Context: an optimization exercise on an open-source flow, tuned for small area. The choices shown serve that exercise and are no tape-out recipe.
Only simulation tests tie the RTL to the original design; equivalence was not proved.
Power figures rest on the tool's default switching activity, not on a simulated workload.

`design/flow/constraint.sdc`:
```
create_clock -name core_clock -period 7.5 [get_ports {clk}]
set_input_delay 1.5000 -clock core_clock [delete_from_list [all_inputs] [get_ports {clk}]]
set_output_delay 1.5000 -clock core_clock [all_outputs]
set_load 0.01 [all_outputs]
```
`design/flow/run.sh`:
```
#!/bin/bash
# synth_recipe.tcl (not shown) runs the flow's synth.tcl, then flattens the netlist and writes it again
# the make line also repeats each setting of config.mk as NAME=value (left out here)
make -C /OpenROAD-flow-scripts/flow DESIGN_CONFIG=/design/flow/config.mk WORK_HOME=/design/flow/orfs CLKGATE_MAP_FILE= SYNTH_SCRIPT=/design/flow/synth_recipe.tcl finish
```
`design/flow/config.mk`:
```
export PLATFORM = sky130hd
export DESIGN_NAME = vga_adapter
export DESIGN_NICKNAME = vga_adapter
export VERILOG_FILES = /design/flow/design.v
export SDC_FILE = /design/flow/constraint.sdc
export NUM_CORES = 4
export LEC_CHECK = 0
export CAP_MARGIN = 30
export CORE_MARGIN = 2
export CORE_UTILIZATION = 40
export SLEW_MARGIN = 50
```
`design/flow/design.v`:
```
module vga_timing(clk, rst, row, col, in_video, hsync, vsync);
	input clk;
	input rst;
	output [15:0] row, col;
	output in_video;
	output hsync, vsync;
	reg [9:0] CounterX;
	reg [8:0] CounterY;
	always @(posedge clk)
	begin
		if(rst) begin
			CounterX <= 0;
			CounterY <= 0;
		end else if(CounterX == 799) begin
			CounterX <= 0;
			if(CounterY == 524)  
				CounterY <= 0;
			else
				CounterY <= CounterY + 1;
		end else begin
			CounterX <= CounterX + 1;
		end
	end
	assign col = CounterX;
	assign row = CounterY;
	assign hsync = (656 <= CounterX && CounterX <= 752);
	assign vsync = (490 <= CounterY && CounterY <= 492);  
	assign in_video = CounterX < 640 && CounterY < 480;
endmodule
module capture_interface(clk, rst, in_vsync, in_hsync, in_video, row_index, row_data, row_ready);
	input clk, rst;
	input in_vsync, in_hsync, in_video;
	output reg [7:0] row_index;
	output reg [319:0] row_data;
	output row_ready;
	reg [7:0] pre_sync_pulses;
	reg [8:0] col_index;
	reg flag;
	reg flag2;
	reg hsync_q;
	wire hsync_fall;
	assign hsync_fall = hsync_q && !in_hsync;
	assign row_ready = in_hsync;
	always @(posedge clk) begin
		if(rst) begin
			hsync_q <= 0;
		end else begin
			hsync_q <= in_hsync;
		end
	end
	always @(posedge clk) begin
		if(rst) begin
			row_index <= 0;
			pre_sync_pulses <= 12;
			flag <= 1;
		end else if(hsync_fall) begin
			if(in_vsync == 0) begin
				row_index <= 0;		
				pre_sync_pulses <= 12;
			end
			if(pre_sync_pulses > 0) begin
				pre_sync_pulses <= pre_sync_pulses - 1;
			end else begin
				row_index <= row_index + 1;
				flag <= ~flag;
			end
		end
	end
	reg [8:0] col_next;
	reg [319:0] row_next;
	always @(*) begin
		col_next = col_index;
		row_next = row_data;
		if(flag2 != flag) begin
			col_next = 0;
			row_next = 320'd0;
		end
		if(col_next < 321) begin
			if(col_next < 320)
				row_next[col_next] = in_video;
			col_next = col_next + 1;
		end
	end
	always @(posedge clk) begin
		if(rst) begin
			flag2 <= 0;
			col_index <= 0;
			row_data <= 320'd0;
		end else begin
			flag2 <= flag;
			col_index <= col_next;
			row_data <= row_next;
		end
	end
endmodule
module capture_ram_interface(clk, rst, row_index, row_data, row_ready, ram_address, ram_data, write_enable);
	input clk, rst;
	input [7:0] row_index;
	input [319:0] row_data;
	input row_ready;
	output reg [7:0] ram_address;
	output reg [319:0] ram_data;
	output reg write_enable;
	reg state;  
	always @(posedge clk) begin
		if(rst) begin
			state <= 0;
			ram_address <= 0;
			ram_data <= 0;
			write_enable <= 0;
		end else if(row_ready == 1) begin
			if(state == 0) begin
				state <= 1;
				ram_address <= row_index;
				ram_data <= row_data;
				write_enable <= 1;
			end
		end else begin
			state <= 0;
			ram_address <= 0;
			ram_data <= 0;
			write_enable <= 0;
		end
	end
endmodule
module ram_vga_interface(vga_clk, rst, vga_row, vga_col, ram_address, ram_data, vga_data);
	input vga_clk, rst;
	input [15:0] vga_row, vga_col;
	output reg [7:0] ram_address;
	input [319:0] ram_data;
	output reg vga_data;
	wire next_col_next_row;
	assign next_col_next_row = vga_col+1 >= 639;
	always @(posedge vga_clk) begin 
		if(rst) begin
			vga_data <= 0;
			ram_address <= 0;
		end else begin
			if(vga_col / 2 < 320)
				vga_data <= ram_data[vga_col / 2];
			else
				vga_data <= 0;
			if(next_col_next_row) begin
				ram_address <= vga_row/2 + 1;
			end else begin
				ram_address <= vga_row/2;
			end
		end
	end
endmodule
module vga_adapter(clk, rst, video_in, hsync_in, vsync_in, video_out, hsync_out, vsync_out,
	vga_hsync, vga_vsync, vga_R, vga_G, vga_B,
	fb_waddr, fb_wdata, fb_we, fb_raddr, fb_rdata);
	input clk, rst;
	input video_in, hsync_in, vsync_in;
	output video_out, hsync_out, vsync_out;
	assign video_out = video_in;
	assign hsync_out = hsync_in;
	assign vsync_out = vsync_in;
	output vga_hsync, vga_vsync;
	output reg [3:0] vga_R, vga_G, vga_B;
	output [7:0] fb_waddr;
	output [319:0] fb_wdata;
	output fb_we;
	output [7:0] fb_raddr;
	input [319:0] fb_rdata;
	wire [15:0] vga_row, vga_col;
	wire vga_in_video_area;
	wire vga_hs, vga_vs;
	vga_timing timing1(.clk(clk), .rst(rst), .row(vga_row), .col(vga_col), .in_video(vga_in_video_area), .hsync(vga_hs), .vsync(vga_vs));
	assign vga_vsync = ~vga_vs;
	assign vga_hsync = ~vga_hs;
	wire vga_video;
	wire video;
	wire border;
	assign border = (vga_row < 3) || (vga_col < 3) || (vga_row > 480-3) || (vga_col > 640-3);
	assign video = vga_in_video_area && (border || vga_video);
	always @(posedge clk) begin
		if(rst) begin
			vga_R <= 0;
			vga_G <= 0;
			vga_B <= 0;
		end else begin
			vga_R[0] <= video;
			vga_R[1] <= video;
			vga_R[2] <= video;
			vga_R[3] <= video;
			vga_G[0] <= video;
			vga_G[1] <= video;
			vga_G[2] <= video;
			vga_G[3] <= video;
			vga_B[0] <= video;
			vga_B[1] <= video;
			vga_B[2] <= video;
			vga_B[3] <= video;
		end
	end
	ram_vga_interface ramvgaif(.vga_clk(clk), .rst(rst), .vga_row(vga_row), .vga_col(vga_col), .ram_address(fb_raddr), .ram_data(fb_rdata), .vga_data(vga_video));
	wire [7:0] capture_row_index;
	wire [319:0] capture_row_data;
	wire capture_row_ready;
	capture_interface c_if1(.clk(clk), .rst(rst), .in_vsync(vsync_in), .in_hsync(hsync_in), .in_video(video_in), .row_index(capture_row_index), .row_data(capture_row_data), .row_ready(capture_row_ready));
	capture_ram_interface c_ram_if(.clk(clk), .rst(rst), .row_index(capture_row_index), .row_data(capture_row_data), .row_ready(capture_row_ready), .ram_address(fb_waddr), .ram_data(fb_wdata), .write_enable(fb_we));
endmodule
```
==> impl_metrics.yaml <==
cells_and_area:
  fill_cells: 6975
  nets: 4126
  area_growth_pct: 33.6
  drive_above_1_share: 0.0886
  final_cell_area_um2: 41100
  fin_cells: 4874
timing:
  finalHoldViolCount: 0
  slew_headroom: 0.473
  holdWs_ns: 0.459
  fmax_ghz: 0.227
  fin_tns_setup_ns: 0
  skew_ns: 0.0275
  fin_crit_ns: 4.40
  period_share: 0.586
  rsz0062_at_grt: "false"
  slew_viol_final: 0
  finalSetupViolations: 0
  worst_slew_pin_slew_ns: 0.791
pwr:
  vdd_ir_drop_max_mv: 0.159
  power_leakage_uw: 0.0140
  finalPower_uw: 8340
  internal_power_uw: 6280
  p_sw_frac: 0.247
  comb_power_share: 0.098
  powerDensity_nw_per_um2: 203
  p_clk_frac: 0.450
  power_frac_seq: 0.452
  power_switching_uw: 2060
logic_synthesis:
  synthFlopType: "dfxtp_1"
  yosysTopAreaCell: "dfxtp_1"
  synth_most_common_cell: "dfxtp_1"
  ys_warn_count: 5
  syn_avg_cell_area_um2: 9.31
  synthArstFlopShare: 0
  ys_seq_area_frac: 0.459
  yosys.area.top_type_share: 0.459
  synth_area_leaders: "dfxtp_1 (46%), mux2i_1 (13%), nand3_1 (7.1%), nor2_1 (6.5%), mux4_2 (4.6%)"
  synth_nets: 3650
  synth_edf_count: 0
  syn_area_um2: 30800
  postSynthCellCount: 3307
  synth_cell_types: 69
  ys_ff_latch: 706
  synth_common_cells: "dfxtp_1 (706), nor2_1 (535), nand3_1 (435)"
cts:
  clockRootBuffer: "clkbuf_16"
  ctsHoldBuffers: 0
  clock_sinks: 706
  cts.htree.levels: 3
  postCtsSetupBuffers: 0
  path_clk_slew_ns: 0.06
  clk_path_buf_depth: 3
  cts_tree: "built"
  numCtsBuffers: 74
  insertion_delay_ns: 0.63
  cts_resized: 0
critical_path:
  critPathKind: "flop to output port"
  worstPathArrival_ns: 2.90
  cp.required_ns: 6.00
  end_kind: "output port"
  regToRegSetupSlack_ns: 3.26
  startpoint_type: "flop"
  critPathMaxFanout: 29
min_path:
  worstHoldPathType: "flop to flop"
placed_design:
  post_dp_cell_area_um2: 38600
  gp_congestion: 0.926
  port_buffers: 678
  dp_cells: 4736
  post-dp-hpwl_mm: 87.6
floorplanning:
  core_area_um2: 76100
  die_w_um: 281
  die_area_um2: 79200
  die_height_um: 281
  num_rows: 101
  initial_core_util: 0.405
  num_io_pins: 679
drt:
  drc: 0
  dr_total_vias: 27600
  wl_per_cell_um: 25.2
  wl_mm: 123
  antenna_left: 0
  via_per_inst: 5.67
  drtIter0Drc: 2759
  dr.pass1.iters: 6
global_route:
  track_usage: 0.301
  grt_max_degree: 106
  antenna_found_initial: 9
  grt-ovfl-total: 0
  grt_pass1_wl_mm: 177
  grt_pass1_vias: 26000
outcome:
  status: "timing/DRC/antenna clean"
job:
  maxCapViolCount: 0
path summary, 6_finish.rpt:
check / start / end / depth (start not counted)
setup / recovery: timing1.CounterX[1] / vga_hsync / 6
setup reg to reg: c_if1.flag / c_if1.row_data[262] / 11
hold reg to reg: c_ram_if.write_enable / c_ram_if.write_enable / 1
hold / removal: c_ram_if.write_enable / c_ram_if.write_enable / 1
layer usage:
| metal | part of all wire | track usage | vias to the layer above |
|---|---|---|---|
| li1 | - | - | 12800 |
| met1 | 0.39 | 0.372 | 13400 |
| met2 | 0.48 | 0.504 | 1207 |
| met3 | 0.066 | 0.0467 | 239 |
| met4 | 0.060 | 0.160 | 0 |
| met5 | 0 | 0 | - |
stage by stage:
step                utilization  worst slack, ns
global route              0.541             2.90
global placement          0.499             3.03
finish                    0.541             3.10
detailed placement        0.508             3.29
floorplan                     -             4.22
CTS                       0.540             3.05
cells in the final DEF, fill, tap and decap left out, types with 8 or more instances in the layout:
| cell type | Yosys | routed |
|---|---|---|
| clkbuf_8 | 0 | 18 |
| mux2i_1 | 411 | 411 |
| nand2_1 | 108 | 108 |
| mux4_2 | 63 | 63 |
| clkinv_2 | 0 | 12 |
| xnor2_1 | 24 | 22 |
| xor2_1 | 17 | 17 |
| dfxtp_1 | 706 | 701 |
| nand2b_1 | 12 | 10 |
| nor2b_1 | 12 | 10 |
| nor2_4 | 0 | 16 |
| and3_2 | 0 | 9 |
| nor3_1 | 22 | 13 |
| mux2_2 | 8 | 8 |
| buf_6 | 0 | 13 |
| or3_1 | 9 | 9 |
| a31oi_1 | 9 | 9 |
| clkbuf_1 | 203 | 14 |
| clkbuf_16 | 0 | 75 |
| inv_1 | 19 | 18 |
| buf_12 | 0 | 9 |
| a21oi_1 | 112 | 112 |
| a211oi_1 | 39 | 39 |
| o311ai_0 | 10 | 10 |
| o21ai_1 | 19 | 16 |
| a32oi_1 | 113 | 113 |
| o211ai_1 | 41 | 41 |
| clkdlybuf4s50_1 | 0 | 676 |
| o21ai_0 | 51 | 51 |
| buf_4 | 16 | 33 |
| nor3_4 | 0 | 14 |
| nand3_1 | 435 | 433 |
| nor2_1 | 535 | 518 |
| and3_1 | 23 | 14 |
| ha_1 | 18 | 18 |
| a22oi_1 | 41 | 41 |
| nand4_1 | 13 | 13 |
flip-flops by register name (all words and copies together), names as in the netlist, 8 cells and up:
name / flops
c_if1.row_data: 320
c_if1.row_index: 8
ramvgaif.ram_address: 8
timing1.CounterY: 9
timing1.CounterX: 10
c_if1.pre_sync_pulses: 8
c_if1.col_index: 9
c_ram_if.ram_address: 8
c_ram_if.ram_data: 320
critical path, cell delays in order, from the launching register on:
cell and delay (ns):
dfxtp_4 0.62, buf_12 0.27, inv_1 0.18, ha_1 0.23
a21oi_1 0.12, or3_1 0.13, clkdlybuf4s50_1 0.72
power groups by stage:
stage / clock network, uW / registers, uW / logic (uW)
3_5_place_dp: 0 / 3860 / 804
6_report: 3760 / 3770 / 816
4_1_cts: 3800 / 3770 / 806
3_3_place_gp: 0 / 3870 / 759
2_1_floorplan: 0 / 3840 / 446
5_1_grt: 3940 / 3770 / 853
layout make-up:
type,instances,area [um^2],share of cell area
antenna,7,17.5,0.000426
clock buffer,104,2140,0.0519
clock inverter,26,309,0.00751
inverter,20,75.1,0.00183
multi-input combinational,2236,15500,0.377
sequential,706,14100,0.344
tap,1030,1290,0.0313
timing repair buffer,745,7630,0.186
cell families after synthesis:
kind of cell	synth area share
xor gates and xnor gates	0.0127
DFF	0.459
buffers and inverters	0.0501
adders and majority gates	0.00732
AOI/OAI and AO/OA	0.108
muxes	0.183
and+or+nand+nor	0.180

## what the ideal ports hide
The flow's constraints put no driver on any port. The routed layout listed below was extracted and timed again, unchanged, in two steps. Step 1: set_driving_cell puts a clkbuf_16 on clk and a buf_2 on each other input, an assumption about the parent block. Step 2 moves the port delays by t, midway between the first and last clock arrival at a register: inputs arrive t later, outputs are due t later. That takes back most of the time a late clock gives input paths. Three values: ideal, step 1, step 2; two values: the first two.
shift t [ns]: 0.683
setup WS [ns]: 3.101 / 3.035 / 3.264
clock arrival spread, ns: 0.027 / 0.027
After both steps setup and hold are still met in this run. The setup slack of this run moves by -0.066 ns with the drivers and by +0.163 ns with both steps.
